This design comes from an exercise in tuning for small area, a short achievable clock period and few clock cycles per item on the open sky130 flow, not from production work. In this exercise RTL edits were held to simulation tests only and were not proved equivalent to the original. No driver is modelled on the clock port, so clocking that relies on it looks cheaper here than on a real chip.

==> flow/design.v, too long to show whole: its modules and the start of the top module <==
// module skinny_top: 547 lines
module skinny_top (
    input               clock,
    input               reset,
    input               start,
    input [7:0]         input_plaintext,
    input [23:0]        input_tweakey,
    output              ready,
    output              done,
    output [127:0]      ciphertext
);
  // ...
==> flow/flow/run.sh <==
#!/bin/bash
# Standard ORFS layout (the standard.sh), with the resizer asked to aim for
# a setup slack margin of 6.9 ns, so it works the critical paths harder.
set -euo pipefail
bash standard.sh SETUP_SLACK_MARGIN=6.9 POST_CTS_TCL=$PWD/flow/post_cts.tcl RECOVER_MARGIN=7.0 SETUP_MOVE_SEQUENCE=unbuffer,sizeup,swap 'BUFFER_PORTS_ARGS=-buffer_cell sky130_fd_sc_hd__buf_1' finish > standard_flow.log 2>&1
==> flow/flow/post_cts.tcl <==
set block [ord::get_db_block]
set root [$block findInst clkbuf_0_clock]
if { $root != "NULL" } {
  set in_net [[$root findITerm A] getNet]
  set out_net [[$root findITerm X] getNet]
  set loads {}
  foreach it [$out_net getITerms] {
    if { [$it getInst] != $root } { lappend loads $it }
  }
  if { [llength $loads] <= 4 } {
    foreach it $loads {
      $it disconnect
      $it connect $in_net
    }
    odb::dbInst_destroy $root
    odb::dbNet_destroy $out_net
    puts "post_cts: clock port now drives [llength $loads] clock buffers directly"
  } else {
    puts "post_cts: root buffer drives [llength $loads] cells, left in place"
  }
}
if { [info exists ::env(RECOVER_MARGIN)] } {
  estimate_parasitics -placement
  set_clock_uncertainty -setup $::env(RECOVER_MARGIN) [all_clocks]
  report_worst_slack -max
  report_design_area
  repair_timing -recover_power 100
  report_worst_slack -max
  report_design_area
  set_clock_uncertainty -setup 0 [all_clocks]
  detailed_placement
  check_placement -verbose
}
==> flow/standard.sh <==
#!/bin/bash
# synth_recipe.tcl (not shown) runs the flow's synth.tcl, then flattens the netlist and writes it again
# the make line also repeats each setting of config.mk as NAME=value (left out here)
make -C /OpenROAD-flow-scripts/flow DESIGN_CONFIG=/design/flow/config.mk WORK_HOME=/design/flow/orfs CLKGATE_MAP_FILE= SYNTH_SCRIPT=/design/flow/synth_recipe.tcl "${@:-finish}"
==> flow/config.mk <==
export PLATFORM = sky130hd
export DESIGN_NAME = skinny_top
export DESIGN_NICKNAME = skinny_top
export VERILOG_FILES = /design/flow/design.v
export SDC_FILE = /design/flow/constraint.sdc
export NUM_CORES = 4
export LEC_CHECK = 0
export CAP_MARGIN = 20
export CORE_MARGIN = 2
export CORE_UTILIZATION = 55
export CTS_CLUSTER_DIAMETER = 120
export CTS_CLUSTER_SIZE = 24
export SLEW_MARGIN = 20
==> flow/constraint.sdc <==
create_clock -name core_clock -period 10.0 [get_ports {clock}]
set_input_delay 2.0000 -clock core_clock [delete_from_list [all_inputs] [get_ports {clock}]]
set_output_delay 2.0000 -clock core_clock [all_outputs]
set_load 0.01 [all_outputs]
==> results.cfg, run 1 <==
[finish]
buf_share_pct = 6.12
n_all_buffers = 172
n_sequential_cell = 527
layoutNonFillerInstCount = 2512
layout_common_cells = dfxtp_1 (386), xnor2_1 (293), o22ai_1 (256)
inverters_excl_clock = 8
multi_input_gates = 1309
final_core_util_pct = 62.3
fin_nets = 2079
multi_input_area_um2 = 9160
mostFrequentLayoutCell = dfxtp_1

[setup_path]
worstSetupPathType = reg2out
rr_startpoint = st[47]
endpoint = ciphertext[41]
cp_max_fo = 6
cp.required_ns = 8.00
cp_num_cells = 1

[global_route]
grt_usage_pct = 32.0

[timing]
fin_crit_ns = 3.01
rsz0062_at_grt = false

[logic_synthesis]
synthAdderAreaFrac_pct = 0.123
ys.flop_type = dfxtp_1
ys_seq_area_share_pct = 52.4
synth_cells = 1965
async_flop_share_pct = 2.85
syn_avg_cell_area_um2 = 10.3
muxShareOfSynthArea_pct = 0.789
synth_top_family_by_area = XOR/XNOR gates

[placed_design]
placed_cells = 2483
gp_congestion = 0.971

[route]
num_vias = 15200
vias_per_cell = 6.03
drc = 0
postRouteAntennaNets = 0
post_drt_wl_per_cell_um = 25.1

[die]
row_count = 70

[outcome]
status = no timing/DRC/antenna violations

[cts]
cts.sinks = 527

[power]
Testbench counts, summed over its fixed seeds: cycles 27,656, items 384.
==> module skinny_top, before the edit <==
module skinny_top (
    input               clock,
    input               reset,
    input               start,
    input [7:0]         input_plaintext,
    input [23:0]        input_tweakey,
    output              ready,
    output              done,
    output [127:0]      ciphertext
);
    reg [127:0] st;      
    reg  [383:0] tkv;
    wire [383:0] tk = tkv ^ 384'hb678464987a92670c949b0b67846c987a927708bf8897426564b13a9257a8bf8cb7426348fd99b70b26ae1cb7436648f;
    reg         loading;
    reg [3:0]   lcnt;
    reg         busy;
    reg [5:0]   rc;
    reg         done_r;
    reg         ready_r;
    reg         idle_n;      
    wire last = (rc == 6'h0A);    
    assign ready      = ready_r;
    assign done       = done_r;
    assign ciphertext = st;
    reg loading_n, busy_n;
    always @(*) begin
        loading_n = loading;
        busy_n    = busy;
        if (loading) begin
            if (lcnt == 4'd15) begin
                loading_n = 1'b0;
                busy_n    = 1'b1;
            end
        end else if (busy) begin
            if (last)
                busy_n = 1'b0;
        end else if (start) begin
            loading_n = 1'b1;
        end
    end
    always @(posedge clock or posedge reset) begin
        if (reset) begin
            loading <= 1'b0;
            lcnt    <= 4'd0;
            busy    <= 1'b0;
            rc      <= 6'd0;
            done_r  <= 1'b0;
            ready_r <= 1'b0;
            idle_n  <= 1'b1;
        end else begin
            done_r  <= busy & last;
            loading <= loading_n;
            busy    <= busy_n;
            idle_n  <= ~busy_n;
            ready_r <= ~loading_n & ~busy_n;
            lcnt    <= loading ? lcnt + 4'd1 : 4'd1;
            rc      <= busy ? {rc[4:0], rc[5] ^ rc[4] ^ 1'b1} : 6'h01;
        end
    end
    wire [127:0] st_rnd = round(st, tk, rc);
    wire [383:0] tk_rnd = {tk_sched1(tk[383:256]), tk_sched2(tk[255:128]), tk_sched3(tk[127:0])};
    always @(posedge clock) begin
        st <= ({128{busy}} & st_rnd) | ({128{idle_n}} & {st[119:0], input_plaintext});
    end
    wire [383:0] tk_ld = {tk[359:0], input_tweakey};
    always @(posedge clock) begin
        tkv[376] <= ~(((tk_rnd[376] ^ 1'b1) | idle_n) & ((tk_ld[376] ^ 1'b1) | busy));
        tkv[377] <= ~(((tk_rnd[377] ^ 1'b0) | idle_n) & ((tk_ld[377] ^ 1'b0) | busy));
        tkv[378] <= ~(((tk_rnd[378] ^ 1'b0) | idle_n) & ((tk_ld[378] ^ 1'b0) | busy));
        tkv[379] <= ~(((tk_rnd[379] ^ 1'b1) | idle_n) & ((tk_ld[379] ^ 1'b1) | busy));
        tkv[380] <= ~(((tk_rnd[380] ^ 1'b0) | idle_n) & ((tk_ld[380] ^ 1'b0) | busy));
        tkv[381] <= ~(((tk_rnd[381] ^ 1'b0) | idle_n) & ((tk_ld[381] ^ 1'b0) | busy));
        tkv[382] <= ~(((tk_rnd[382] ^ 1'b1) | idle_n) & ((tk_ld[382] ^ 1'b1) | busy));
        tkv[383] <= ~(((tk_rnd[383] ^ 1'b0) | idle_n) & ((tk_ld[383] ^ 1'b0) | busy));
        tkv[368] <= ~(((tk_rnd[368] ^ 1'b1) | idle_n) & ((tk_ld[368] ^ 1'b1) | busy));
        tkv[369] <= ~(((tk_rnd[369] ^ 1'b1) | idle_n) & ((tk_ld[369] ^ 1'b1) | busy));
        tkv[370] <= ~(((tk_rnd[370] ^ 1'b1) | idle_n) & ((tk_ld[370] ^ 1'b1) | busy));
        tkv[371] <= ~(((tk_rnd[371] ^ 1'b0) | idle_n) & ((tk_ld[371] ^ 1'b0) | busy));
        tkv[372] <= ~(((tk_rnd[372] ^ 1'b0) | idle_n) & ((tk_ld[372] ^ 1'b0) | busy));
        tkv[373] <= ~(((tk_rnd[373] ^ 1'b0) | idle_n) & ((tk_ld[373] ^ 1'b0) | busy));
        tkv[374] <= ~(((tk_rnd[374] ^ 1'b0) | idle_n) & ((tk_ld[374] ^ 1'b0) | busy));
        tkv[375] <= ~(((tk_rnd[375] ^ 1'b1) | idle_n) & ((tk_ld[375] ^ 1'b1) | busy));
        tkv[360] <= ~(((tk_rnd[360] ^ 1'b1) | idle_n) & ((tk_ld[360] ^ 1'b1) | busy));
        tkv[361] <= ~(((tk_rnd[361] ^ 1'b0) | idle_n) & ((tk_ld[361] ^ 1'b0) | busy));
        tkv[362] <= ~(((tk_rnd[362] ^ 1'b0) | idle_n) & ((tk_ld[362] ^ 1'b0) | busy));
        tkv[363] <= ~(((tk_rnd[363] ^ 1'b1) | idle_n) & ((tk_ld[363] ^ 1'b1) | busy));
        tkv[364] <= ((tk_rnd[364] ^ 1'b0) & busy) | ((tk_ld[364] ^ 1'b0) & idle_n);
        tkv[365] <= ((tk_rnd[365] ^ 1'b0) & busy) | ((tk_ld[365] ^ 1'b0) & idle_n);
        tkv[366] <= ((tk_rnd[366] ^ 1'b1) & busy) | ((tk_ld[366] ^ 1'b1) & idle_n);
        tkv[367] <= ~(((tk_rnd[367] ^ 1'b1) | idle_n) & ((tk_ld[367] ^ 1'b1) | busy));
        tkv[352] <= ~(((tk_rnd[352] ^ 1'b0) | idle_n) & ((tk_ld[352] ^ 1'b0) | busy));
        tkv[353] <= ~(((tk_rnd[353] ^ 1'b1) | idle_n) & ((tk_ld[353] ^ 1'b1) | busy));
        tkv[354] <= ~(((tk_rnd[354] ^ 1'b1) | idle_n) & ((tk_ld[354] ^ 1'b1) | busy));
        tkv[355] <= ~(((tk_rnd[355] ^ 1'b0) | idle_n) & ((tk_ld[355] ^ 1'b0) | busy));
        tkv[356] <= ((tk_rnd[356] ^ 1'b0) & busy) | ((tk_ld[356] ^ 1'b0) & idle_n);
        tkv[357] <= ((tk_rnd[357] ^ 1'b0) & busy) | ((tk_ld[357] ^ 1'b0) & idle_n);
        tkv[358] <= ((tk_rnd[358] ^ 1'b1) & busy) | ((tk_ld[358] ^ 1'b1) & idle_n);
        tkv[359] <= ((tk_rnd[359] ^ 1'b0) & busy) | ((tk_ld[359] ^ 1'b0) & idle_n);
        tkv[344] <= ~(((tk_rnd[344] ^ 1'b0) | idle_n) & ((tk_ld[344] ^ 1'b0) | busy));
        tkv[345] <= ~(((tk_rnd[345] ^ 1'b0) | idle_n) & ((tk_ld[345] ^ 1'b0) | busy));
        tkv[346] <= ~(((tk_rnd[346] ^ 1'b0) | idle_n) & ((tk_ld[346] ^ 1'b0) | busy));
        tkv[347] <= ((tk_rnd[347] ^ 1'b0) & busy) | ((tk_ld[347] ^ 1'b0) & idle_n);
        tkv[348] <= ~(((tk_rnd[348] ^ 1'b1) | idle_n) & ((tk_ld[348] ^ 1'b1) | busy));
        tkv[349] <= ~(((tk_rnd[349] ^ 1'b1) | idle_n) & ((tk_ld[349] ^ 1'b1) | busy));
        tkv[350] <= ((tk_rnd[350] ^ 1'b0) & busy) | ((tk_ld[350] ^ 1'b0) & idle_n);
        tkv[351] <= ((tk_rnd[351] ^ 1'b1) & busy) | ((tk_ld[351] ^ 1'b1) & idle_n);
        tkv[336] <= ((tk_rnd[336] ^ 1'b1) & busy) | ((tk_ld[336] ^ 1'b1) & idle_n);
        tkv[337] <= ((tk_rnd[337] ^ 1'b0) & busy) | ((tk_ld[337] ^ 1'b0) & idle_n);
        tkv[338] <= ((tk_rnd[338] ^ 1'b0) & busy) | ((tk_ld[338] ^ 1'b0) & idle_n);
        tkv[339] <= ((tk_rnd[339] ^ 1'b1) & busy) | ((tk_ld[339] ^ 1'b1) & idle_n);
        tkv[340] <= ((tk_rnd[340] ^ 1'b0) & busy) | ((tk_ld[340] ^ 1'b0) & idle_n);
        tkv[341] <= ~(((tk_rnd[341] ^ 1'b0) | idle_n) & ((tk_ld[341] ^ 1'b0) | busy));
        tkv[342] <= ~(((tk_rnd[342] ^ 1'b1) | idle_n) & ((tk_ld[342] ^ 1'b1) | busy));
        tkv[343] <= ((tk_rnd[343] ^ 1'b1) & busy) | ((tk_ld[343] ^ 1'b1) & idle_n);
        tkv[328] <= ((tk_rnd[328] ^ 1'b0) & busy) | ((tk_ld[328] ^ 1'b0) & idle_n);
        tkv[329] <= ~(((tk_rnd[329] ^ 1'b0) | idle_n) & ((tk_ld[329] ^ 1'b0) | busy));
        tkv[330] <= ~(((tk_rnd[330] ^ 1'b0) | idle_n) & ((tk_ld[330] ^ 1'b0) | busy));
        tkv[331] <= ~(((tk_rnd[331] ^ 1'b1) | idle_n) & ((tk_ld[331] ^ 1'b1) | busy));
        tkv[332] <= ((tk_rnd[332] ^ 1'b0) & busy) | ((tk_ld[332] ^ 1'b0) & idle_n);
        tkv[333] <= ((tk_rnd[333] ^ 1'b1) & busy) | ((tk_ld[333] ^ 1'b1) & idle_n);
        tkv[334] <= ~(((tk_rnd[334] ^ 1'b1) | idle_n) & ((tk_ld[334] ^ 1'b1) | busy));
        tkv[335] <= ((tk_rnd[335] ^ 1'b0) & busy) | ((tk_ld[335] ^ 1'b0) & idle_n);
        tkv[320] <= ((tk_rnd[320] ^ 1'b0) & busy) | ((tk_ld[320] ^ 1'b0) & idle_n);
        tkv[321] <= ((tk_rnd[321] ^ 1'b0) & busy) | ((tk_ld[321] ^ 1'b0) & idle_n);
        tkv[322] <= ((tk_rnd[322] ^ 1'b0) & busy) | ((tk_ld[322] ^ 1'b0) & idle_n);
        tkv[323] <= ((tk_rnd[323] ^ 1'b0) & busy) | ((tk_ld[323] ^ 1'b0) & idle_n);
        tkv[324] <= ((tk_rnd[324] ^ 1'b1) & busy) | ((tk_ld[324] ^ 1'b1) & idle_n);
        tkv[325] <= ((tk_rnd[325] ^ 1'b1) & busy) | ((tk_ld[325] ^ 1'b1) & idle_n);
        tkv[326] <= ~(((tk_rnd[326] ^ 1'b0) | idle_n) & ((tk_ld[326] ^ 1'b0) | busy));
        tkv[327] <= ~(((tk_rnd[327] ^ 1'b1) | idle_n) & ((tk_ld[327] ^ 1'b1) | busy));
        tkv[312] <= ~(((tk_rnd[312] ^ 1'b0) | idle_n) & ((tk_ld[312] ^ 1'b0) | busy));
        tkv[313] <= ~(((tk_rnd[313] ^ 1'b1) | idle_n) & ((tk_ld[313] ^ 1'b1) | busy));
        tkv[314] <= ~(((tk_rnd[314] ^ 1'b1) | idle_n) & ((tk_ld[314] ^ 1'b1) | busy));
        tkv[315] <= ~(((tk_rnd[315] ^ 1'b0) | idle_n) & ((tk_ld[315] ^ 1'b0) | busy));
        tkv[316] <= ~(((tk_rnd[316] ^ 1'b1) | idle_n) & ((tk_ld[316] ^ 1'b1) | busy));
        tkv[317] <= ~(((tk_rnd[317] ^ 1'b1) | idle_n) & ((tk_ld[317] ^ 1'b1) | busy));
        tkv[318] <= ~(((tk_rnd[318] ^ 1'b0) | idle_n) & ((tk_ld[318] ^ 1'b0) | busy));
        tkv[319] <= ((tk_rnd[319] ^ 1'b1) & busy) | ((tk_ld[319] ^ 1'b1) & idle_n);
        tkv[304] <= ~(((tk_rnd[304] ^ 1'b0) | idle_n) & ((tk_ld[304] ^ 1'b0) | busy));
        tkv[305] <= ((tk_rnd[305] ^ 1'b0) & busy) | ((tk_ld[305] ^ 1'b0) & idle_n);
        tkv[306] <= ((tk_rnd[306] ^ 1'b0) & busy) | ((tk_ld[306] ^ 1'b0) & idle_n);
        tkv[307] <= ((tk_rnd[307] ^ 1'b1) & busy) | ((tk_ld[307] ^ 1'b1) & idle_n);
        tkv[308] <= ~(((tk_rnd[308] ^ 1'b1) | idle_n) & ((tk_ld[308] ^ 1'b1) | busy));
        tkv[309] <= ~(((tk_rnd[309] ^ 1'b1) | idle_n) & ((tk_ld[309] ^ 1'b1) | busy));
        tkv[310] <= ((tk_rnd[310] ^ 1'b1) & busy) | ((tk_ld[310] ^ 1'b1) & idle_n);
        tkv[311] <= ((tk_rnd[311] ^ 1'b0) & busy) | ((tk_ld[311] ^ 1'b0) & idle_n);
        tkv[296] <= ((tk_rnd[296] ^ 1'b0) & busy) | ((tk_ld[296] ^ 1'b0) & idle_n);
        tkv[297] <= ~(((tk_rnd[297] ^ 1'b1) | idle_n) & ((tk_ld[297] ^ 1'b1) | busy));
        tkv[298] <= ~(((tk_rnd[298] ^ 1'b1) | idle_n) & ((tk_ld[298] ^ 1'b1) | busy));
        tkv[299] <= ((tk_rnd[299] ^ 1'b0) & busy) | ((tk_ld[299] ^ 1'b0) & idle_n);
        tkv[300] <= ~(((tk_rnd[300] ^ 1'b0) | idle_n) & ((tk_ld[300] ^ 1'b0) | busy));
        tkv[301] <= ~(((tk_rnd[301] ^ 1'b0) | idle_n) & ((tk_ld[301] ^ 1'b0) | busy));
        tkv[302] <= ~(((tk_rnd[302] ^ 1'b1) | idle_n) & ((tk_ld[302] ^ 1'b1) | busy));
        tkv[303] <= ~(((tk_rnd[303] ^ 1'b0) | idle_n) & ((tk_ld[303] ^ 1'b0) | busy));
        tkv[288] <= ~(((tk_rnd[288] ^ 1'b1) | idle_n) & ((tk_ld[288] ^ 1'b1) | busy));
        tkv[289] <= ~(((tk_rnd[289] ^ 1'b0) | idle_n) & ((tk_ld[289] ^ 1'b0) | busy));
        tkv[290] <= ~(((tk_rnd[290] ^ 1'b0) | idle_n) & ((tk_ld[290] ^ 1'b0) | busy));
        tkv[291] <= ~(((tk_rnd[291] ^ 1'b1) | idle_n) & ((tk_ld[291] ^ 1'b1) | busy));
        tkv[292] <= ~(((tk_rnd[292] ^ 1'b0) | idle_n) & ((tk_ld[292] ^ 1'b0) | busy));
        tkv[293] <= ~(((tk_rnd[293] ^ 1'b0) | idle_n) & ((tk_ld[293] ^ 1'b0) | busy));
        tkv[294] <= ~(((tk_rnd[294] ^ 1'b1) | idle_n) & ((tk_ld[294] ^ 1'b1) | busy));
        tkv[295] <= ((tk_rnd[295] ^ 1'b1) & busy) | ((tk_ld[295] ^ 1'b1) & idle_n);
        tkv[280] <= ~(((tk_rnd[280] ^ 1'b1) | idle_n) & ((tk_ld[280] ^ 1'b1) | busy));
        tkv[281] <= ~(((tk_rnd[281] ^ 1'b1) | idle_n) & ((tk_ld[281] ^ 1'b1) | busy));
        tkv[282] <= ~(((tk_rnd[282] ^ 1'b1) | idle_n) & ((tk_ld[282] ^ 1'b1) | busy));
        tkv[283] <= ~(((tk_rnd[283] ^ 1'b0) | idle_n) & ((tk_ld[283] ^ 1'b0) | busy));
        tkv[284] <= ~(((tk_rnd[284] ^ 1'b0) | idle_n) & ((tk_ld[284] ^ 1'b0) | busy));
        tkv[285] <= ~(((tk_rnd[285] ^ 1'b0) | idle_n) & ((tk_ld[285] ^ 1'b0) | busy));
        tkv[286] <= ~(((tk_rnd[286] ^ 1'b0) | idle_n) & ((tk_ld[286] ^ 1'b0) | busy));
        tkv[287] <= ~(((tk_rnd[287] ^ 1'b1) | idle_n) & ((tk_ld[287] ^ 1'b1) | busy));
        tkv[272] <= ~(((tk_rnd[272] ^ 1'b1) | idle_n) & ((tk_ld[272] ^ 1'b1) | busy));
        tkv[273] <= ~(((tk_rnd[273] ^ 1'b0) | idle_n) & ((tk_ld[273] ^ 1'b0) | busy));
        tkv[274] <= ~(((tk_rnd[274] ^ 1'b0) | idle_n) & ((tk_ld[274] ^ 1'b0) | busy));
        tkv[275] <= ~(((tk_rnd[275] ^ 1'b1) | idle_n) & ((tk_ld[275] ^ 1'b1) | busy));
        tkv[276] <= ((tk_rnd[276] ^ 1'b0) & busy) | ((tk_ld[276] ^ 1'b0) & idle_n);
        tkv[277] <= ~(((tk_rnd[277] ^ 1'b1) | idle_n) & ((tk_ld[277] ^ 1'b1) | busy));
        tkv[278] <= ~(((tk_rnd[278] ^ 1'b0) | idle_n) & ((tk_ld[278] ^ 1'b0) | busy));
        tkv[279] <= ~(((tk_rnd[279] ^ 1'b1) | idle_n) & ((tk_ld[279] ^ 1'b1) | busy));
        tkv[264] <= ((tk_rnd[264] ^ 1'b1) & busy) | ((tk_ld[264] ^ 1'b1) & idle_n);
        tkv[265] <= ~(((tk_rnd[265] ^ 1'b1) | idle_n) & ((tk_ld[265] ^ 1'b1) | busy));
        tkv[266] <= ~(((tk_rnd[266] ^ 1'b1) | idle_n) & ((tk_ld[266] ^ 1'b1) | busy));
        tkv[267] <= ~(((tk_rnd[267] ^ 1'b0) | idle_n) & ((tk_ld[267] ^ 1'b0) | busy));
        tkv[268] <= ((tk_rnd[268] ^ 1'b0) & busy) | ((tk_ld[268] ^ 1'b0) & idle_n);
        tkv[269] <= ~(((tk_rnd[269] ^ 1'b1) | idle_n) & ((tk_ld[269] ^ 1'b1) | busy));
        tkv[270] <= ~(((tk_rnd[270] ^ 1'b0) | idle_n) & ((tk_ld[270] ^ 1'b0) | busy));
        tkv[271] <= ~(((tk_rnd[271] ^ 1'b0) | idle_n) & ((tk_ld[271] ^ 1'b0) | busy));
        tkv[256] <= ~(((tk_rnd[256] ^ 1'b0) | idle_n) & ((tk_ld[256] ^ 1'b0) | busy));
        tkv[257] <= ~(((tk_rnd[257] ^ 1'b0) | idle_n) & ((tk_ld[257] ^ 1'b0) | busy));
        tkv[258] <= ~(((tk_rnd[258] ^ 1'b0) | idle_n) & ((tk_ld[258] ^ 1'b0) | busy));
        tkv[259] <= ((tk_rnd[259] ^ 1'b0) & busy) | ((tk_ld[259] ^ 1'b0) & idle_n);
        tkv[260] <= ~(((tk_rnd[260] ^ 1'b1) | idle_n) & ((tk_ld[260] ^ 1'b1) | busy));
        tkv[261] <= ~(((tk_rnd[261] ^ 1'b1) | idle_n) & ((tk_ld[261] ^ 1'b1) | busy));
        tkv[262] <= ~(((tk_rnd[262] ^ 1'b1) | idle_n) & ((tk_ld[262] ^ 1'b1) | busy));
        tkv[263] <= ~(((tk_rnd[263] ^ 1'b0) | idle_n) & ((tk_ld[263] ^ 1'b0) | busy));
        tkv[248] <= ((tk_rnd[248] ^ 1'b1) & busy) | ((tk_ld[248] ^ 1'b1) & idle_n);
        tkv[249] <= ~(((tk_rnd[249] ^ 1'b1) | idle_n) & ((tk_ld[249] ^ 1'b1) | busy));
        tkv[250] <= ((tk_rnd[250] ^ 1'b0) & busy) | ((tk_ld[250] ^ 1'b0) & idle_n);
        tkv[251] <= ((tk_rnd[251] ^ 1'b1) & busy) | ((tk_ld[251] ^ 1'b1) & idle_n);
        tkv[252] <= ((tk_rnd[252] ^ 1'b0) & busy) | ((tk_ld[252] ^ 1'b0) & idle_n);
        tkv[253] <= ~(((tk_rnd[253] ^ 1'b0) | idle_n) & ((tk_ld[253] ^ 1'b0) | busy));
        tkv[254] <= ((tk_rnd[254] ^ 1'b0) & busy) | ((tk_ld[254] ^ 1'b0) & idle_n);
        tkv[255] <= ((tk_rnd[255] ^ 1'b1) & busy) | ((tk_ld[255] ^ 1'b1) & idle_n);
        tkv[240] <= ~(((tk_rnd[240] ^ 1'b0) | idle_n) & ((tk_ld[240] ^ 1'b0) | busy));
        tkv[241] <= ~(((tk_rnd[241] ^ 1'b0) | idle_n) & ((tk_ld[241] ^ 1'b0) | busy));
        tkv[242] <= ~(((tk_rnd[242] ^ 1'b0) | idle_n) & ((tk_ld[242] ^ 1'b0) | busy));
        tkv[243] <= ((tk_rnd[243] ^ 1'b0) & busy) | ((tk_ld[243] ^ 1'b0) & idle_n);
        tkv[244] <= ~(((tk_rnd[244] ^ 1'b1) | idle_n) & ((tk_ld[244] ^ 1'b1) | busy));
        tkv[245] <= ((tk_rnd[245] ^ 1'b1) & busy) | ((tk_ld[245] ^ 1'b1) & idle_n);
        tkv[246] <= ~(((tk_rnd[246] ^ 1'b1) | idle_n) & ((tk_ld[246] ^ 1'b1) | busy));
        tkv[247] <= ~(((tk_rnd[247] ^ 1'b1) | idle_n) & ((tk_ld[247] ^ 1'b1) | busy));
        tkv[232] <= ~(((tk_rnd[232] ^ 1'b1) | idle_n) & ((tk_ld[232] ^ 1'b1) | busy));
        tkv[233] <= ((tk_rnd[233] ^ 1'b0) & busy) | ((tk_ld[233] ^ 1'b0) & idle_n);
        tkv[234] <= ((tk_rnd[234] ^ 1'b0) & busy) | ((tk_ld[234] ^ 1'b0) & idle_n);
        tkv[235] <= ~(((tk_rnd[235] ^ 1'b1) | idle_n) & ((tk_ld[235] ^ 1'b1) | busy));
        tkv[236] <= ~(((tk_rnd[236] ^ 1'b0) | idle_n) & ((tk_ld[236] ^ 1'b0) | busy));
        tkv[237] <= ((tk_rnd[237] ^ 1'b1) & busy) | ((tk_ld[237] ^ 1'b1) & idle_n);
        tkv[238] <= ~(((tk_rnd[238] ^ 1'b0) | idle_n) & ((tk_ld[238] ^ 1'b0) | busy));
        tkv[239] <= ~(((tk_rnd[239] ^ 1'b1) | idle_n) & ((tk_ld[239] ^ 1'b1) | busy));
        tkv[224] <= ~(((tk_rnd[224] ^ 1'b0) | idle_n) & ((tk_ld[224] ^ 1'b0) | busy));
        tkv[225] <= ~(((tk_rnd[225] ^ 1'b0) | idle_n) & ((tk_ld[225] ^ 1'b0) | busy));
        tkv[226] <= ~(((tk_rnd[226] ^ 1'b1) | idle_n) & ((tk_ld[226] ^ 1'b1) | busy));
        tkv[227] <= ~(((tk_rnd[227] ^ 1'b0) | idle_n) & ((tk_ld[227] ^ 1'b0) | busy));
        tkv[228] <= ~(((tk_rnd[228] ^ 1'b1) | idle_n) & ((tk_ld[228] ^ 1'b1) | busy));
        tkv[229] <= ~(((tk_rnd[229] ^ 1'b1) | idle_n) & ((tk_ld[229] ^ 1'b1) | busy));
        tkv[230] <= ~(((tk_rnd[230] ^ 1'b1) | idle_n) & ((tk_ld[230] ^ 1'b1) | busy));
        tkv[231] <= ((tk_rnd[231] ^ 1'b1) & busy) | ((tk_ld[231] ^ 1'b1) & idle_n);
        tkv[216] <= ((tk_rnd[216] ^ 1'b0) & busy) | ((tk_ld[216] ^ 1'b0) & idle_n);
        tkv[217] <= ~(((tk_rnd[217] ^ 1'b1) | idle_n) & ((tk_ld[217] ^ 1'b1) | busy));
        tkv[218] <= ~(((tk_rnd[218] ^ 1'b1) | idle_n) & ((tk_ld[218] ^ 1'b1) | busy));
        tkv[219] <= ~(((tk_rnd[219] ^ 1'b0) | idle_n) & ((tk_ld[219] ^ 1'b0) | busy));
        tkv[220] <= ~(((tk_rnd[220] ^ 1'b0) | idle_n) & ((tk_ld[220] ^ 1'b0) | busy));
        tkv[221] <= ((tk_rnd[221] ^ 1'b1) & busy) | ((tk_ld[221] ^ 1'b1) & idle_n);
        tkv[222] <= ~(((tk_rnd[222] ^ 1'b0) | idle_n) & ((tk_ld[222] ^ 1'b0) | busy));
        tkv[223] <= ~(((tk_rnd[223] ^ 1'b0) | idle_n) & ((tk_ld[223] ^ 1'b0) | busy));
        tkv[208] <= ~(((tk_rnd[208] ^ 1'b0) | idle_n) & ((tk_ld[208] ^ 1'b0) | busy));
        tkv[209] <= ~(((tk_rnd[209] ^ 1'b1) | idle_n) & ((tk_ld[209] ^ 1'b1) | busy));
        tkv[210] <= ~(((tk_rnd[210] ^ 1'b1) | idle_n) & ((tk_ld[210] ^ 1'b1) | busy));
        tkv[211] <= ~(((tk_rnd[211] ^ 1'b0) | idle_n) & ((tk_ld[211] ^ 1'b0) | busy));
        tkv[212] <= ~(((tk_rnd[212] ^ 1'b1) | idle_n) & ((tk_ld[212] ^ 1'b1) | busy));
        tkv[213] <= ((tk_rnd[213] ^ 1'b0) & busy) | ((tk_ld[213] ^ 1'b0) & idle_n);
        tkv[214] <= ((tk_rnd[214] ^ 1'b0) & busy) | ((tk_ld[214] ^ 1'b0) & idle_n);
        tkv[215] <= ~(((tk_rnd[215] ^ 1'b0) | idle_n) & ((tk_ld[215] ^ 1'b0) | busy));
        tkv[200] <= ~(((tk_rnd[200] ^ 1'b1) | idle_n) & ((tk_ld[200] ^ 1'b1) | busy));
        tkv[201] <= ~(((tk_rnd[201] ^ 1'b1) | idle_n) & ((tk_ld[201] ^ 1'b1) | busy));
        tkv[202] <= ~(((tk_rnd[202] ^ 1'b0) | idle_n) & ((tk_ld[202] ^ 1'b0) | busy));
        tkv[203] <= ~(((tk_rnd[203] ^ 1'b1) | idle_n) & ((tk_ld[203] ^ 1'b1) | busy));
        tkv[204] <= ~(((tk_rnd[204] ^ 1'b0) | idle_n) & ((tk_ld[204] ^ 1'b0) | busy));
        tkv[205] <= ~(((tk_rnd[205] ^ 1'b0) | idle_n) & ((tk_ld[205] ^ 1'b0) | busy));
        tkv[206] <= ((tk_rnd[206] ^ 1'b1) & busy) | ((tk_ld[206] ^ 1'b1) & idle_n);
        tkv[207] <= ((tk_rnd[207] ^ 1'b0) & busy) | ((tk_ld[207] ^ 1'b0) & idle_n);
        tkv[192] <= ~(((tk_rnd[192] ^ 1'b1) | idle_n) & ((tk_ld[192] ^ 1'b1) | busy));
        tkv[193] <= ((tk_rnd[193] ^ 1'b1) & busy) | ((tk_ld[193] ^ 1'b1) & idle_n);
        tkv[194] <= ~(((tk_rnd[194] ^ 1'b0) | idle_n) & ((tk_ld[194] ^ 1'b0) | busy));
        tkv[195] <= ((tk_rnd[195] ^ 1'b0) & busy) | ((tk_ld[195] ^ 1'b0) & idle_n);
        tkv[196] <= ~(((tk_rnd[196] ^ 1'b1) | idle_n) & ((tk_ld[196] ^ 1'b1) | busy));
        tkv[197] <= ~(((tk_rnd[197] ^ 1'b0) | idle_n) & ((tk_ld[197] ^ 1'b0) | busy));
        tkv[198] <= ((tk_rnd[198] ^ 1'b0) & busy) | ((tk_ld[198] ^ 1'b0) & idle_n);
        tkv[199] <= ((tk_rnd[199] ^ 1'b0) & busy) | ((tk_ld[199] ^ 1'b0) & idle_n);
        tkv[184] <= ~(((tk_rnd[184] ^ 1'b1) | idle_n) & ((tk_ld[184] ^ 1'b1) | busy));
        tkv[185] <= ~(((tk_rnd[185] ^ 1'b0) | idle_n) & ((tk_ld[185] ^ 1'b0) | busy));
        tkv[186] <= ~(((tk_rnd[186] ^ 1'b0) | idle_n) & ((tk_ld[186] ^ 1'b0) | busy));
        tkv[187] <= ~(((tk_rnd[187] ^ 1'b1) | idle_n) & ((tk_ld[187] ^ 1'b1) | busy));
        tkv[188] <= ~(((tk_rnd[188] ^ 1'b0) | idle_n) & ((tk_ld[188] ^ 1'b0) | busy));
        tkv[189] <= ~(((tk_rnd[189] ^ 1'b1) | idle_n) & ((tk_ld[189] ^ 1'b1) | busy));
        tkv[190] <= ~(((tk_rnd[190] ^ 1'b0) | idle_n) & ((tk_ld[190] ^ 1'b0) | busy));
        tkv[191] <= ~(((tk_rnd[191] ^ 1'b1) | idle_n) & ((tk_ld[191] ^ 1'b1) | busy));
        tkv[176] <= ((tk_rnd[176] ^ 1'b1) & busy) | ((tk_ld[176] ^ 1'b1) & idle_n);
        tkv[177] <= ((tk_rnd[177] ^ 1'b1) & busy) | ((tk_ld[177] ^ 1'b1) & idle_n);
        tkv[178] <= ~(((tk_rnd[178] ^ 1'b1) | idle_n) & ((tk_ld[178] ^ 1'b1) | busy));
        tkv[179] <= ~(((tk_rnd[179] ^ 1'b0) | idle_n) & ((tk_ld[179] ^ 1'b0) | busy));
        tkv[180] <= ((tk_rnd[180] ^ 1'b0) & busy) | ((tk_ld[180] ^ 1'b0) & idle_n);
        tkv[181] <= ~(((tk_rnd[181] ^ 1'b1) | idle_n) & ((tk_ld[181] ^ 1'b1) | busy));
        tkv[182] <= ~(((tk_rnd[182] ^ 1'b0) | idle_n) & ((tk_ld[182] ^ 1'b0) | busy));
        tkv[183] <= ((tk_rnd[183] ^ 1'b0) & busy) | ((tk_ld[183] ^ 1'b0) & idle_n);
        tkv[168] <= ~(((tk_rnd[168] ^ 1'b0) | idle_n) & ((tk_ld[168] ^ 1'b0) | busy));
        tkv[169] <= ((tk_rnd[169] ^ 1'b1) & busy) | ((tk_ld[169] ^ 1'b1) & idle_n);
        tkv[170] <= ((tk_rnd[170] ^ 1'b0) & busy) | ((tk_ld[170] ^ 1'b0) & idle_n);
        tkv[171] <= ((tk_rnd[171] ^ 1'b0) & busy) | ((tk_ld[171] ^ 1'b0) & idle_n);
        tkv[172] <= ((tk_rnd[172] ^ 1'b1) & busy) | ((tk_ld[172] ^ 1'b1) & idle_n);
        tkv[173] <= ~(((tk_rnd[173] ^ 1'b1) | idle_n) & ((tk_ld[173] ^ 1'b1) | busy));
        tkv[174] <= ~(((tk_rnd[174] ^ 1'b1) | idle_n) & ((tk_ld[174] ^ 1'b1) | busy));
        tkv[175] <= ((tk_rnd[175] ^ 1'b0) & busy) | ((tk_ld[175] ^ 1'b0) & idle_n);
        tkv[160] <= ((tk_rnd[160] ^ 1'b1) & busy) | ((tk_ld[160] ^ 1'b1) & idle_n);
        tkv[161] <= ~(((tk_rnd[161] ^ 1'b1) | idle_n) & ((tk_ld[161] ^ 1'b1) | busy));
        tkv[162] <= ((tk_rnd[162] ^ 1'b0) & busy) | ((tk_ld[162] ^ 1'b0) & idle_n);
        tkv[163] <= ((tk_rnd[163] ^ 1'b1) & busy) | ((tk_ld[163] ^ 1'b1) & idle_n);
        tkv[164] <= ((tk_rnd[164] ^ 1'b0) & busy) | ((tk_ld[164] ^ 1'b0) & idle_n);
        tkv[165] <= ~(((tk_rnd[165] ^ 1'b0) | idle_n) & ((tk_ld[165] ^ 1'b0) | busy));
        tkv[166] <= ((tk_rnd[166] ^ 1'b0) & busy) | ((tk_ld[166] ^ 1'b0) & idle_n);
        tkv[167] <= ((tk_rnd[167] ^ 1'b1) & busy) | ((tk_ld[167] ^ 1'b1) & idle_n);
        tkv[152] <= ~(((tk_rnd[152] ^ 1'b0) | idle_n) & ((tk_ld[152] ^ 1'b0) | busy));
        tkv[153] <= ((tk_rnd[153] ^ 1'b0) & busy) | ((tk_ld[153] ^ 1'b0) & idle_n);
        tkv[154] <= ~(((tk_rnd[154] ^ 1'b0) | idle_n) & ((tk_ld[154] ^ 1'b0) | busy));
        tkv[155] <= ~(((tk_rnd[155] ^ 1'b1) | idle_n) & ((tk_ld[155] ^ 1'b1) | busy));
        tkv[156] <= ~(((tk_rnd[156] ^ 1'b1) | idle_n) & ((tk_ld[156] ^ 1'b1) | busy));
        tkv[157] <= ((tk_rnd[157] ^ 1'b1) & busy) | ((tk_ld[157] ^ 1'b1) & idle_n);
        tkv[158] <= ~(((tk_rnd[158] ^ 1'b1) | idle_n) & ((tk_ld[158] ^ 1'b1) | busy));
        tkv[159] <= ~(((tk_rnd[159] ^ 1'b1) | idle_n) & ((tk_ld[159] ^ 1'b1) | busy));
        tkv[144] <= ~(((tk_rnd[144] ^ 1'b1) | idle_n) & ((tk_ld[144] ^ 1'b1) | busy));
        tkv[145] <= ((tk_rnd[145] ^ 1'b1) & busy) | ((tk_ld[145] ^ 1'b1) & idle_n);
        tkv[146] <= ((tk_rnd[146] ^ 1'b0) & busy) | ((tk_ld[146] ^ 1'b0) & idle_n);
        tkv[147] <= ((tk_rnd[147] ^ 1'b1) & busy) | ((tk_ld[147] ^ 1'b1) & idle_n);
        tkv[148] <= ~(((tk_rnd[148] ^ 1'b0) | idle_n) & ((tk_ld[148] ^ 1'b0) | busy));
        tkv[149] <= ~(((tk_rnd[149] ^ 1'b0) | idle_n) & ((tk_ld[149] ^ 1'b0) | busy));
        tkv[150] <= ((tk_rnd[150] ^ 1'b1) & busy) | ((tk_ld[150] ^ 1'b1) & idle_n);
        tkv[151] <= ~(((tk_rnd[151] ^ 1'b1) | idle_n) & ((tk_ld[151] ^ 1'b1) | busy));
        tkv[136] <= ~(((tk_rnd[136] ^ 1'b0) | idle_n) & ((tk_ld[136] ^ 1'b0) | busy));
        tkv[137] <= ~(((tk_rnd[137] ^ 1'b0) | idle_n) & ((tk_ld[137] ^ 1'b0) | busy));
        tkv[138] <= ~(((tk_rnd[138] ^ 1'b1) | idle_n) & ((tk_ld[138] ^ 1'b1) | busy));
        tkv[139] <= ~(((tk_rnd[139] ^ 1'b0) | idle_n) & ((tk_ld[139] ^ 1'b0) | busy));
        tkv[140] <= ~(((tk_rnd[140] ^ 1'b1) | idle_n) & ((tk_ld[140] ^ 1'b1) | busy));
        tkv[141] <= ~(((tk_rnd[141] ^ 1'b1) | idle_n) & ((tk_ld[141] ^ 1'b1) | busy));
        tkv[142] <= ~(((tk_rnd[142] ^ 1'b1) | idle_n) & ((tk_ld[142] ^ 1'b1) | busy));
        tkv[143] <= ~(((tk_rnd[143] ^ 1'b0) | idle_n) & ((tk_ld[143] ^ 1'b0) | busy));
        tkv[128] <= ((tk_rnd[128] ^ 1'b0) & busy) | ((tk_ld[128] ^ 1'b0) & idle_n);
        tkv[129] <= ~(((tk_rnd[129] ^ 1'b1) | idle_n) & ((tk_ld[129] ^ 1'b1) | busy));
        tkv[130] <= ~(((tk_rnd[130] ^ 1'b1) | idle_n) & ((tk_ld[130] ^ 1'b1) | busy));
        tkv[131] <= ~(((tk_rnd[131] ^ 1'b0) | idle_n) & ((tk_ld[131] ^ 1'b0) | busy));
        tkv[132] <= ~(((tk_rnd[132] ^ 1'b0) | idle_n) & ((tk_ld[132] ^ 1'b0) | busy));
        tkv[133] <= ((tk_rnd[133] ^ 1'b1) & busy) | ((tk_ld[133] ^ 1'b1) & idle_n);
        tkv[134] <= ~(((tk_rnd[134] ^ 1'b0) | idle_n) & ((tk_ld[134] ^ 1'b0) | busy));
        tkv[135] <= ~(((tk_rnd[135] ^ 1'b0) | idle_n) & ((tk_ld[135] ^ 1'b0) | busy));
        tkv[120] <= ((tk_rnd[120] ^ 1'b1) & busy) | ((tk_ld[120] ^ 1'b1) & idle_n);
        tkv[121] <= ~(((tk_rnd[121] ^ 1'b0) | idle_n) & ((tk_ld[121] ^ 1'b0) | busy));
        tkv[122] <= ~(((tk_rnd[122] ^ 1'b1) | idle_n) & ((tk_ld[122] ^ 1'b1) | busy));
        tkv[123] <= ~(((tk_rnd[123] ^ 1'b0) | idle_n) & ((tk_ld[123] ^ 1'b0) | busy));
        tkv[124] <= ~(((tk_rnd[124] ^ 1'b1) | idle_n) & ((tk_ld[124] ^ 1'b1) | busy));
        tkv[125] <= ~(((tk_rnd[125] ^ 1'b1) | idle_n) & ((tk_ld[125] ^ 1'b1) | busy));
        tkv[126] <= ~(((tk_rnd[126] ^ 1'b0) | idle_n) & ((tk_ld[126] ^ 1'b0) | busy));
        tkv[127] <= ~(((tk_rnd[127] ^ 1'b0) | idle_n) & ((tk_ld[127] ^ 1'b0) | busy));
        tkv[112] <= ~(((tk_rnd[112] ^ 1'b1) | idle_n) & ((tk_ld[112] ^ 1'b1) | busy));
        tkv[113] <= ~(((tk_rnd[113] ^ 1'b1) | idle_n) & ((tk_ld[113] ^ 1'b1) | busy));
        tkv[114] <= ((tk_rnd[114] ^ 1'b1) & busy) | ((tk_ld[114] ^ 1'b1) & idle_n);
        tkv[115] <= ((tk_rnd[115] ^ 1'b0) & busy) | ((tk_ld[115] ^ 1'b0) & idle_n);
        tkv[116] <= ~(((tk_rnd[116] ^ 1'b0) | idle_n) & ((tk_ld[116] ^ 1'b0) | busy));
        tkv[117] <= ~(((tk_rnd[117] ^ 1'b0) | idle_n) & ((tk_ld[117] ^ 1'b0) | busy));
        tkv[118] <= ((tk_rnd[118] ^ 1'b1) & busy) | ((tk_ld[118] ^ 1'b1) & idle_n);
        tkv[119] <= ~(((tk_rnd[119] ^ 1'b1) | idle_n) & ((tk_ld[119] ^ 1'b1) | busy));
        tkv[104] <= ~(((tk_rnd[104] ^ 1'b1) | idle_n) & ((tk_ld[104] ^ 1'b1) | busy));
        tkv[105] <= ~(((tk_rnd[105] ^ 1'b0) | idle_n) & ((tk_ld[105] ^ 1'b0) | busy));
        tkv[106] <= ~(((tk_rnd[106] ^ 1'b0) | idle_n) & ((tk_ld[106] ^ 1'b0) | busy));
        tkv[107] <= ~(((tk_rnd[107] ^ 1'b1) | idle_n) & ((tk_ld[107] ^ 1'b1) | busy));
        tkv[108] <= ~(((tk_rnd[108] ^ 1'b1) | idle_n) & ((tk_ld[108] ^ 1'b1) | busy));
        tkv[109] <= ~(((tk_rnd[109] ^ 1'b0) | idle_n) & ((tk_ld[109] ^ 1'b0) | busy));
        tkv[110] <= ~(((tk_rnd[110] ^ 1'b1) | idle_n) & ((tk_ld[110] ^ 1'b1) | busy));
        tkv[111] <= ~(((tk_rnd[111] ^ 1'b1) | idle_n) & ((tk_ld[111] ^ 1'b1) | busy));
        tkv[96] <= ~(((tk_rnd[96] ^ 1'b1) | idle_n) & ((tk_ld[96] ^ 1'b1) | busy));
        tkv[97] <= ~(((tk_rnd[97] ^ 1'b1) | idle_n) & ((tk_ld[97] ^ 1'b1) | busy));
        tkv[98] <= ~(((tk_rnd[98] ^ 1'b0) | idle_n) & ((tk_ld[98] ^ 1'b0) | busy));
        tkv[99] <= ~(((tk_rnd[99] ^ 1'b1) | idle_n) & ((tk_ld[99] ^ 1'b1) | busy));
        tkv[100] <= ((tk_rnd[100] ^ 1'b1) & busy) | ((tk_ld[100] ^ 1'b1) & idle_n);
        tkv[101] <= ~(((tk_rnd[101] ^ 1'b0) | idle_n) & ((tk_ld[101] ^ 1'b0) | busy));
        tkv[102] <= ((tk_rnd[102] ^ 1'b0) & busy) | ((tk_ld[102] ^ 1'b0) & idle_n);
        tkv[103] <= ~(((tk_rnd[103] ^ 1'b1) | idle_n) & ((tk_ld[103] ^ 1'b1) | busy));
        tkv[88] <= ~(((tk_rnd[88] ^ 1'b0) | idle_n) & ((tk_ld[88] ^ 1'b0) | busy));
        tkv[89] <= ~(((tk_rnd[89] ^ 1'b0) | idle_n) & ((tk_ld[89] ^ 1'b0) | busy));
        tkv[90] <= ~(((tk_rnd[90] ^ 1'b0) | idle_n) & ((tk_ld[90] ^ 1'b0) | busy));
        tkv[91] <= ~(((tk_rnd[91] ^ 1'b0) | idle_n) & ((tk_ld[91] ^ 1'b0) | busy));
        tkv[92] <= ~(((tk_rnd[92] ^ 1'b1) | idle_n) & ((tk_ld[92] ^ 1'b1) | busy));
        tkv[93] <= ~(((tk_rnd[93] ^ 1'b1) | idle_n) & ((tk_ld[93] ^ 1'b1) | busy));
        tkv[94] <= ~(((tk_rnd[94] ^ 1'b1) | idle_n) & ((tk_ld[94] ^ 1'b1) | busy));
        tkv[95] <= ~(((tk_rnd[95] ^ 1'b0) | idle_n) & ((tk_ld[95] ^ 1'b0) | busy));
        tkv[80] <= ~(((tk_rnd[80] ^ 1'b0) | idle_n) & ((tk_ld[80] ^ 1'b0) | busy));
        tkv[81] <= ~(((tk_rnd[81] ^ 1'b1) | idle_n) & ((tk_ld[81] ^ 1'b1) | busy));
        tkv[82] <= ((tk_rnd[82] ^ 1'b0) & busy) | ((tk_ld[82] ^ 1'b0) & idle_n);
        tkv[83] <= ~(((tk_rnd[83] ^ 1'b0) | idle_n) & ((tk_ld[83] ^ 1'b0) | busy));
        tkv[84] <= ((tk_rnd[84] ^ 1'b1) & busy) | ((tk_ld[84] ^ 1'b1) & idle_n);
        tkv[85] <= ~(((tk_rnd[85] ^ 1'b1) | idle_n) & ((tk_ld[85] ^ 1'b1) | busy));
        tkv[86] <= ~(((tk_rnd[86] ^ 1'b0) | idle_n) & ((tk_ld[86] ^ 1'b0) | busy));
        tkv[87] <= ((tk_rnd[87] ^ 1'b1) & busy) | ((tk_ld[87] ^ 1'b1) & idle_n);
        tkv[72] <= ~(((tk_rnd[72] ^ 1'b0) | idle_n) & ((tk_ld[72] ^ 1'b0) | busy));
        tkv[73] <= ((tk_rnd[73] ^ 1'b1) & busy) | ((tk_ld[73] ^ 1'b1) & idle_n);
        tkv[74] <= ((tk_rnd[74] ^ 1'b0) & busy) | ((tk_ld[74] ^ 1'b0) & idle_n);
        tkv[75] <= ((tk_rnd[75] ^ 1'b1) & busy) | ((tk_ld[75] ^ 1'b1) & idle_n);
        tkv[76] <= ((tk_rnd[76] ^ 1'b1) & busy) | ((tk_ld[76] ^ 1'b1) & idle_n);
        tkv[77] <= ~(((tk_rnd[77] ^ 1'b1) | idle_n) & ((tk_ld[77] ^ 1'b1) | busy));
        tkv[78] <= ((tk_rnd[78] ^ 1'b0) & busy) | ((tk_ld[78] ^ 1'b0) & idle_n);
        tkv[79] <= ~(((tk_rnd[79] ^ 1'b0) | idle_n) & ((tk_ld[79] ^ 1'b0) | busy));
        tkv[64] <= ~(((tk_rnd[64] ^ 1'b1) | idle_n) & ((tk_ld[64] ^ 1'b1) | busy));
        tkv[65] <= ((tk_rnd[65] ^ 1'b0) & busy) | ((tk_ld[65] ^ 1'b0) & idle_n);
        tkv[66] <= ((tk_rnd[66] ^ 1'b0) & busy) | ((tk_ld[66] ^ 1'b0) & idle_n);
        tkv[67] <= ((tk_rnd[67] ^ 1'b0) & busy) | ((tk_ld[67] ^ 1'b0) & idle_n);
        tkv[68] <= ~(((tk_rnd[68] ^ 1'b0) | idle_n) & ((tk_ld[68] ^ 1'b0) | busy));
        tkv[69] <= ((tk_rnd[69] ^ 1'b1) & busy) | ((tk_ld[69] ^ 1'b1) & idle_n);
        tkv[70] <= ((tk_rnd[70] ^ 1'b1) & busy) | ((tk_ld[70] ^ 1'b1) & idle_n);
        tkv[71] <= ~(((tk_rnd[71] ^ 1'b1) | idle_n) & ((tk_ld[71] ^ 1'b1) | busy));
        tkv[56] <= ~(((tk_rnd[56] ^ 1'b1) | idle_n) & ((tk_ld[56] ^ 1'b1) | busy));
        tkv[57] <= ((tk_rnd[57] ^ 1'b1) & busy) | ((tk_ld[57] ^ 1'b1) & idle_n);
        tkv[58] <= ((tk_rnd[58] ^ 1'b0) & busy) | ((tk_ld[58] ^ 1'b0) & idle_n);
        tkv[59] <= ~(((tk_rnd[59] ^ 1'b1) | idle_n) & ((tk_ld[59] ^ 1'b1) | busy));
        tkv[60] <= ~(((tk_rnd[60] ^ 1'b0) | idle_n) & ((tk_ld[60] ^ 1'b0) | busy));
        tkv[61] <= ~(((tk_rnd[61] ^ 1'b0) | idle_n) & ((tk_ld[61] ^ 1'b0) | busy));
        tkv[62] <= ~(((tk_rnd[62] ^ 1'b1) | idle_n) & ((tk_ld[62] ^ 1'b1) | busy));
        tkv[63] <= ((tk_rnd[63] ^ 1'b1) & busy) | ((tk_ld[63] ^ 1'b1) & idle_n);
        tkv[48] <= ((tk_rnd[48] ^ 1'b0) & busy) | ((tk_ld[48] ^ 1'b0) & idle_n);
        tkv[49] <= ~(((tk_rnd[49] ^ 1'b0) | idle_n) & ((tk_ld[49] ^ 1'b0) | busy));
        tkv[50] <= ~(((tk_rnd[50] ^ 1'b1) | idle_n) & ((tk_ld[50] ^ 1'b1) | busy));
        tkv[51] <= ~(((tk_rnd[51] ^ 1'b0) | idle_n) & ((tk_ld[51] ^ 1'b0) | busy));
        tkv[52] <= ~(((tk_rnd[52] ^ 1'b1) | idle_n) & ((tk_ld[52] ^ 1'b1) | busy));
        tkv[53] <= ((tk_rnd[53] ^ 1'b1) & busy) | ((tk_ld[53] ^ 1'b1) & idle_n);
        tkv[54] <= ((tk_rnd[54] ^ 1'b1) & busy) | ((tk_ld[54] ^ 1'b1) & idle_n);
        tkv[55] <= ((tk_rnd[55] ^ 1'b0) & busy) | ((tk_ld[55] ^ 1'b0) & idle_n);
        tkv[40] <= ~(((tk_rnd[40] ^ 1'b0) | idle_n) & ((tk_ld[40] ^ 1'b0) | busy));
        tkv[41] <= ~(((tk_rnd[41] ^ 1'b1) | idle_n) & ((tk_ld[41] ^ 1'b1) | busy));
        tkv[42] <= ~(((tk_rnd[42] ^ 1'b1) | idle_n) & ((tk_ld[42] ^ 1'b1) | busy));
        tkv[43] <= ((tk_rnd[43] ^ 1'b0) & busy) | ((tk_ld[43] ^ 1'b0) & idle_n);
        tkv[44] <= ((tk_rnd[44] ^ 1'b0) & busy) | ((tk_ld[44] ^ 1'b0) & idle_n);
        tkv[45] <= ((tk_rnd[45] ^ 1'b1) & busy) | ((tk_ld[45] ^ 1'b1) & idle_n);
        tkv[46] <= ~(((tk_rnd[46] ^ 1'b0) | idle_n) & ((tk_ld[46] ^ 1'b0) | busy));
        tkv[47] <= ~(((tk_rnd[47] ^ 1'b0) | idle_n) & ((tk_ld[47] ^ 1'b0) | busy));
        tkv[32] <= ~(((tk_rnd[32] ^ 1'b0) | idle_n) & ((tk_ld[32] ^ 1'b0) | busy));
        tkv[33] <= ~(((tk_rnd[33] ^ 1'b0) | idle_n) & ((tk_ld[33] ^ 1'b0) | busy));
        tkv[34] <= ~(((tk_rnd[34] ^ 1'b1) | idle_n) & ((tk_ld[34] ^ 1'b1) | busy));
        tkv[35] <= ~(((tk_rnd[35] ^ 1'b0) | idle_n) & ((tk_ld[35] ^ 1'b0) | busy));
        tkv[36] <= ((tk_rnd[36] ^ 1'b0) & busy) | ((tk_ld[36] ^ 1'b0) & idle_n);
        tkv[37] <= ~(((tk_rnd[37] ^ 1'b1) | idle_n) & ((tk_ld[37] ^ 1'b1) | busy));
        tkv[38] <= ((tk_rnd[38] ^ 1'b1) & busy) | ((tk_ld[38] ^ 1'b1) & idle_n);
        tkv[39] <= ~(((tk_rnd[39] ^ 1'b0) | idle_n) & ((tk_ld[39] ^ 1'b0) | busy));
        tkv[24] <= ~(((tk_rnd[24] ^ 1'b1) | idle_n) & ((tk_ld[24] ^ 1'b1) | busy));
        tkv[25] <= ~(((tk_rnd[25] ^ 1'b1) | idle_n) & ((tk_ld[25] ^ 1'b1) | busy));
        tkv[26] <= ((tk_rnd[26] ^ 1'b1) & busy) | ((tk_ld[26] ^ 1'b1) & idle_n);
        tkv[27] <= ~(((tk_rnd[27] ^ 1'b1) | idle_n) & ((tk_ld[27] ^ 1'b1) | busy));
        tkv[28] <= ~(((tk_rnd[28] ^ 1'b0) | idle_n) & ((tk_ld[28] ^ 1'b0) | busy));
        tkv[29] <= ~(((tk_rnd[29] ^ 1'b0) | idle_n) & ((tk_ld[29] ^ 1'b0) | busy));
        tkv[30] <= ~(((tk_rnd[30] ^ 1'b0) | idle_n) & ((tk_ld[30] ^ 1'b0) | busy));
        tkv[31] <= ~(((tk_rnd[31] ^ 1'b1) | idle_n) & ((tk_ld[31] ^ 1'b1) | busy));
        tkv[16] <= ~(((tk_rnd[16] ^ 1'b1) | idle_n) & ((tk_ld[16] ^ 1'b1) | busy));
        tkv[17] <= ~(((tk_rnd[17] ^ 1'b0) | idle_n) & ((tk_ld[17] ^ 1'b0) | busy));
        tkv[18] <= ~(((tk_rnd[18] ^ 1'b0) | idle_n) & ((tk_ld[18] ^ 1'b0) | busy));
        tkv[19] <= ~(((tk_rnd[19] ^ 1'b1) | idle_n) & ((tk_ld[19] ^ 1'b1) | busy));
        tkv[20] <= ((tk_rnd[20] ^ 1'b1) & busy) | ((tk_ld[20] ^ 1'b1) & idle_n);
        tkv[21] <= ~(((tk_rnd[21] ^ 1'b0) | idle_n) & ((tk_ld[21] ^ 1'b0) | busy));
        tkv[22] <= ~(((tk_rnd[22] ^ 1'b1) | idle_n) & ((tk_ld[22] ^ 1'b1) | busy));
        tkv[23] <= ~(((tk_rnd[23] ^ 1'b1) | idle_n) & ((tk_ld[23] ^ 1'b1) | busy));
        tkv[8] <= ~(((tk_rnd[8] ^ 1'b1) | idle_n) & ((tk_ld[8] ^ 1'b1) | busy));
        tkv[9] <= ~(((tk_rnd[9] ^ 1'b1) | idle_n) & ((tk_ld[9] ^ 1'b1) | busy));
        tkv[10] <= ~(((tk_rnd[10] ^ 1'b0) | idle_n) & ((tk_ld[10] ^ 1'b0) | busy));
        tkv[11] <= ~(((tk_rnd[11] ^ 1'b1) | idle_n) & ((tk_ld[11] ^ 1'b1) | busy));
        tkv[12] <= ~(((tk_rnd[12] ^ 1'b1) | idle_n) & ((tk_ld[12] ^ 1'b1) | busy));
        tkv[13] <= ~(((tk_rnd[13] ^ 1'b0) | idle_n) & ((tk_ld[13] ^ 1'b0) | busy));
        tkv[14] <= ~(((tk_rnd[14] ^ 1'b0) | idle_n) & ((tk_ld[14] ^ 1'b0) | busy));
        tkv[15] <= ~(((tk_rnd[15] ^ 1'b1) | idle_n) & ((tk_ld[15] ^ 1'b1) | busy));
        tkv[0] <= ~(((tk_rnd[0] ^ 1'b0) | idle_n) & ((tk_ld[0] ^ 1'b0) | busy));
        tkv[1] <= ~(((tk_rnd[1] ^ 1'b0) | idle_n) & ((tk_ld[1] ^ 1'b0) | busy));
        tkv[2] <= ~(((tk_rnd[2] ^ 1'b0) | idle_n) & ((tk_ld[2] ^ 1'b0) | busy));
        tkv[3] <= ~(((tk_rnd[3] ^ 1'b0) | idle_n) & ((tk_ld[3] ^ 1'b0) | busy));
        tkv[4] <= ~(((tk_rnd[4] ^ 1'b1) | idle_n) & ((tk_ld[4] ^ 1'b1) | busy));
        tkv[5] <= ~(((tk_rnd[5] ^ 1'b1) | idle_n) & ((tk_ld[5] ^ 1'b1) | busy));
        tkv[6] <= ~(((tk_rnd[6] ^ 1'b1) | idle_n) & ((tk_ld[6] ^ 1'b1) | busy));
        tkv[7] <= ~(((tk_rnd[7] ^ 1'b0) | idle_n) & ((tk_ld[7] ^ 1'b0) | busy));
    end
    function [7:0] sbox;
        input [7:0] a;
        reg x0, x1, x2, x3, x4, x5, x6, x7;
        begin
            {x7, x6, x5, x4, x3, x2, x1, x0} = a;
            x0 = x0 ^ ~(x2 | x3);
            x4 = x4 ^ ~(x6 | x7);
            x5 = x5 ^ ~(x0 | x4);
            x6 = x6 ^ ~(x1 | x2);
            x7 = x7 ^ ~(x5 | x6);
            x1 = x1 ^ ~(x3 | x0);
            x2 = x2 ^ ~(x7 | x1);
            x3 = x3 ^ ~(x4 | x5);
            sbox = {x5, x4, x0, x3, x1, x6, x7, x2};
        end
    endfunction
    function [127:0] round;
        input [127:0] s;
        input [383:0] k;
        input [5:0]   c;
        reg [7:0] e [0:15];    
        reg [7:0] l [0:15];    
        reg [7:0] ne [0:15];
        reg [7:0] nl [0:15];
        reg x0, x1, x2, x3, x4, x5, x6, x7, y0, y1, y2;
        integer i;
        begin
            for (i = 0; i < 16; i = i + 1) begin
                {x7, x6, x5, x4, x3, x2, x1, x0} = s[127 - 8*i -: 8];
                x0 = x0 ^ ~(x2 | x3);
                x4 = x4 ^ ~(x6 | x7);
                x5 = x5 ^ ~(x0 | x4);
                x6 = x6 ^ ~(x1 | x2);
                y0 = ~(x5 | x6);           
                x1 = x1 ^ ~(x3 | x0);
                y1 = ~((x7 ^ y0) | x1);    
                y2 = ~(x4 | x5);           
                e[i] = {x5, x4, x0, x3, x1, x6, x7, x2};
                l[i] = {3'b0, y2, 2'b0, y0, y1};
            end
            e[0] = e[0] ^ {4'h0, c[3:0]};
            e[4] = e[4] ^ {6'h00, c[5:4]};
            e[8] = e[8] ^ 8'h02;
            for (i = 0; i < 8; i = i + 1)
                e[i] = e[i] ^ k[383 - 8*i -: 8] ^ k[255 - 8*i -: 8] ^ k[127 - 8*i -: 8];
            for (i = 0; i < 4; i = i + 1) begin
                ne[i]      = e[i];                   nl[i]      = l[i];
                ne[4 + i]  = e[4  + ((i + 3) % 4)];  nl[4 + i]  = l[4  + ((i + 3) % 4)];
                ne[8 + i]  = e[8  + ((i + 2) % 4)];  nl[8 + i]  = l[8  + ((i + 2) % 4)];
                ne[12 + i] = e[12 + ((i + 1) % 4)];  nl[12 + i] = l[12 + ((i + 1) % 4)];
            end
            for (i = 0; i < 4; i = i + 1) begin
                round[127 - 8*i -: 8]      = (nl[i] ^ nl[8+i]) ^ (nl[12+i] ^ (ne[i] ^ ne[8+i] ^ ne[12+i]));
                round[127 - 8*(4+i) -: 8]  = nl[i] ^ ne[i];
                round[127 - 8*(8+i) -: 8]  = (nl[4+i] ^ nl[8+i]) ^ (ne[4+i] ^ ne[8+i]);
                round[127 - 8*(12+i) -: 8] = (nl[i] ^ nl[8+i]) ^ (ne[i] ^ ne[8+i]);
            end
        end
    endfunction
    function [127:0] tk_perm;
        input [127:0] t;
        begin
            tk_perm = {t[55:48], t[7:0], t[63:56], t[23:16],
                       t[47:40], t[15:8], t[31:24], t[39:32],
                       t[127:64]};
        end
    endfunction
    function [127:0] tk_sched1;
        input [127:0] t;
        begin
            tk_sched1 = tk_perm(t);
        end
    endfunction
    function [127:0] tk_sched2;
        input [127:0] t;
        reg [127:0] p;
        integer i;
        begin
            p = tk_perm(t);
            for (i = 0; i < 8; i = i + 1)
                p[127 - 8*i -: 8] = {p[126 - 8*i -: 7], p[127 - 8*i] ^ p[125 - 8*i]};
            tk_sched2 = p;
        end
    endfunction
    function [127:0] tk_sched3;
        input [127:0] t;
        reg [127:0] p;
        integer i;
        begin
            p = tk_perm(t);
            for (i = 0; i < 8; i = i + 1)
                p[127 - 8*i -: 8] = {p[120 - 8*i] ^ p[126 - 8*i], p[127 - 8*i -: 7]};
            tk_sched3 = p;
        end
    endfunction
endmodule
==> run 2, diff against run 1 <==
--- a/flow/design.v
+++ b/flow/design.v
@@ -13,11 +13,11 @@
     wire [383:0] tk = tkv ^ 384'hb678464987a92670c949b0b67846c987a927708bf8897426564b13a9257a8bf8cb7426348fd99b70b26ae1cb7436648f;
     reg         loading;
-    reg [3:0]   lcnt;
     reg         busy;
-    reg [5:0]   rc;
+    reg [5:0]   rc;      
     reg         done_r;
     reg         ready_r;
     reg         idle_n;      
     wire last = (rc == 6'h0A);    
+    wire beat15 = (rc == 6'h00);
     assign ready      = ready_r;
     assign done       = done_r;
@@ -28,5 +28,5 @@
         busy_n    = busy;
         if (loading) begin
-            if (lcnt == 4'd15) begin
+            if (beat15) begin
                 loading_n = 1'b0;
                 busy_n    = 1'b1;
@@ -42,5 +42,4 @@
         if (reset) begin
             loading <= 1'b0;
-            lcnt    <= 4'd0;
             busy    <= 1'b0;
             rc      <= 6'd0;
@@ -54,6 +53,5 @@
             idle_n  <= ~busy_n;
             ready_r <= ~loading_n & ~busy_n;
-            lcnt    <= loading ? lcnt + 4'd1 : 4'd1;
-            rc      <= busy ? {rc[4:0], rc[5] ^ rc[4] ^ 1'b1} : 6'h01;
+            rc      <= (loading | busy) ? {rc[4:0], rc[5] ^ rc[4] ^ 1'b1} : 6'h09;
         end
     end
==> run 2 against run 1 <==
Net effect:
- clock skew up 0.0032 ns
- routed wire length up 4.0%
- worst hold slack better by 0.0099 ns
- first-iteration DRC count up 7.5%
- critical path type unchanged
- cell count down 0.32%
- non-clock buffer count up 1
- count of clock-buffer cells in the layout down 2
- synthesized cell count down 0.41%
- via count up 0.83%
==> results.cfg, run 2 <==
[route]
first_pass_iters = 6
drc = 0
totalWireLength_mm = 65.5
drt-initial-drc-count = 1233
postRouteAntennaNets = 0
num_vias = 15300
post_drt_wl_per_cell_um = 26.2
vias_per_cell = 6.10

[global_route]
antenna_found_initial = 0
grt_start_max_net_pins = 242
grt_usage_pct = 33.7
grt_pass1_wl_mm = 95.4
overflow = 0
grt_pass1_vias = 14600

[finish]
top_register = tkv
fillers = 3124
mostFrequentLayoutCell = dfxtp_1
drive_gt1_share_pct = 14.1
fin_nets = 2071
top_regs = tkv (384), st (128), rc (6)
diodes = 0
layoutNonFillerInstCount = 2504
final_core_util_pct = 62.1
largest_reg_flops = 384
layout_common_cells = dfxtp_1 (386), xnor2_1 (292), o22ai_1 (256)
syn2layout_area_growth_pct = 12.1

[setup_path]
worstSetupPathType = reg2out
cp_num_cells = 1
critPathTopFamily = flip-flops
crit_path_top_delay_cell = dfxtp_2
rr_startpoint = st[47]
ff2ff_path_depth = 8
start_kind = flop
cpPeakStageDelay_ns = 0.43
worstSetupEndpointType = output port
critPathBufInv = 1
cp.required_ns = 8.00
r2r_end = st[120]
cp_max_fo = 4
path_cells = buf_6
cp.arrival_ns = 1.00
r2r_slack_ns = 7.04

[placed_design]
placed_cells = 2474
gp_congestion = 0.944
hpwl_mm = 49.2
numPortBuffers = 164
pre_cts_ws_ns = 7.05

[logic_synthesis]
ys_warn_count = 5
yosys.area.top_type = dfxtp_1
synth_cells = 1957
synth_edf_count = 0
synth_nets = 1993
yosysTopAreaCellShare_pct = 50.9
ys_seq_area_share_pct = 52.3
ys.flop_type = dfxtp_1
syn_avg_cell_area_um2 = 10.3
async_flop_share_pct = 2.10
netlist_area_um2 = 20100
synth_most_common_cell = dfxtp_1
yosys-top-cells-area = dfxtp_1 (51%), xnor2_1 (13%), o22ai_1 (8.0%)
synth-seq-cells = 523
synth.distinct_cells = 34
synth_common_cells = dfxtp_1 (512), xnor2_1 (292), o22ai_1 (256)

[cts]
clock_latency_ns = 0.44
cts.sinks = 523
tritoncts = built
clk_transition_reported_paths_ns = 0.10

[die]
dieArea_um2 = 38200
row_count = 70
start_util_pct = 55.4
die_x_um = 195
ioPinCount = 165
core-area_um2 = 36300
fp.dieH_um = 195

[timing]
setup_ws_ns = 7.00
rsz0062_at_grt = false
skew_ns = 0.0208
timing.final.max_slew_violations = 0
fin_crit_ns = 3.00
tns_ns = 0
finalSetupViolCount = 0
min_period_over_period_pct = 30.0
worst_slew_pin_slew_ns = 1.15
finalHoldViolCount = 0
clock.fmax_mhz = 333
maxSlewHeadroom_pct = 23.2

[min_path]
hp-class = reg2reg
hold_depth = 1
min_to = tkv[328]
hold_start = tkv[304]

[outcome]
status = no timing/DRC/antenna violations

[run]
drv_cap = 0
-- run 2: cell count changes after synthesis, moves of 3 or more --
cell | before | now
o21ai_0 | 147 | 150
a21oi_1 | 0 | 3
and2_1 | 30 | 25
buf_1 | 5 | 15
nor2b_1 | 0 | 3
dfrtp_1 | 14 | 10
clkbuf_1 | 114 | 104
-- run 2: cell type report --
class	count	area [um2]	share of cell area [%]
Sequential cell	523	10800	47.8
Clock inverter	1	30.0	0.133
Inverter	7	26.3	0.116
Tap cell	468	586	2.59
Multi-Input combinational cell	1306	9110	40.3
Clock buffer	26	608	2.69
Timing Repair Buffer	173	1430	6.34
-- run 2: stage by stage --
step           hold slack [ns]  instance area, um2
2_1_floorplan            0.412               20100
3_3_place_gp             0.428               21000
3_5_place_dp             0.432               21000
5_1_grt                  0.457               22600
6_report                 0.434               22600
-- run 2: how the worst max path moves through the flow --
stage                 start              to  slack, ns
floorplan            st[58]         st[104]       7.47
global placement    st[107]         st[104]       7.12
detailed placement   st[47]         st[120]       7.05
global route         st[62]         st[104]       6.92
finish               st[77]  ciphertext[77]       7.00
-- run 2: cell families (layout without fill, tap and decap cells) --
family,after synthesis,in the layout,synth area share (%)
AO/OA/AOI/OAI,566,566,18.5
XOR/XNOR,410,410,18.4
adder cells (fa/ha/maj),1,1,0.0621
buffers and inverters,128,207,2.46
flip-flops,523,523,52.3
multiplexers,16,16,0.795
AND/OR/NAND/NOR,313,313,7.48
-- run 2: routing by layer --
layer	track usage (%)	routed length, um	vias to the layer above
met5	0	0	-
met1	45.2	28300	7583
li1	-	-	7087
met4	14.8	3220	0
met2	55.8	30900	507
met3	3.01	3150	105
Testbench counts of run 2, summed over its fixed seeds: cycles 27,656, items 384.

-- separate check: timing with driven ports --
The results above use ideal ports. As a check the final layouts listed here were re-extracted and re-timed, cells and wires unchanged.
Step 1, drivers: a clkbuf_16 drives clock and a buf_2 each remaining input, both assumed.
Step 2 times the ports against the registers' clock, not the clock port: input delays grow and output delays shrink by t, the midpoint of the rising clock arrivals with the driver on.
Three values: ideal, step 1, step 2; two values: the first two.
run | t, ns | slack for setup (ns)
run 1 | 0.489 | 6.989 / 6.922 / 7.081
run 2 | 0.494 | 6.996 / 6.928 / 7.043
After both steps every run listed still meets setup and hold.
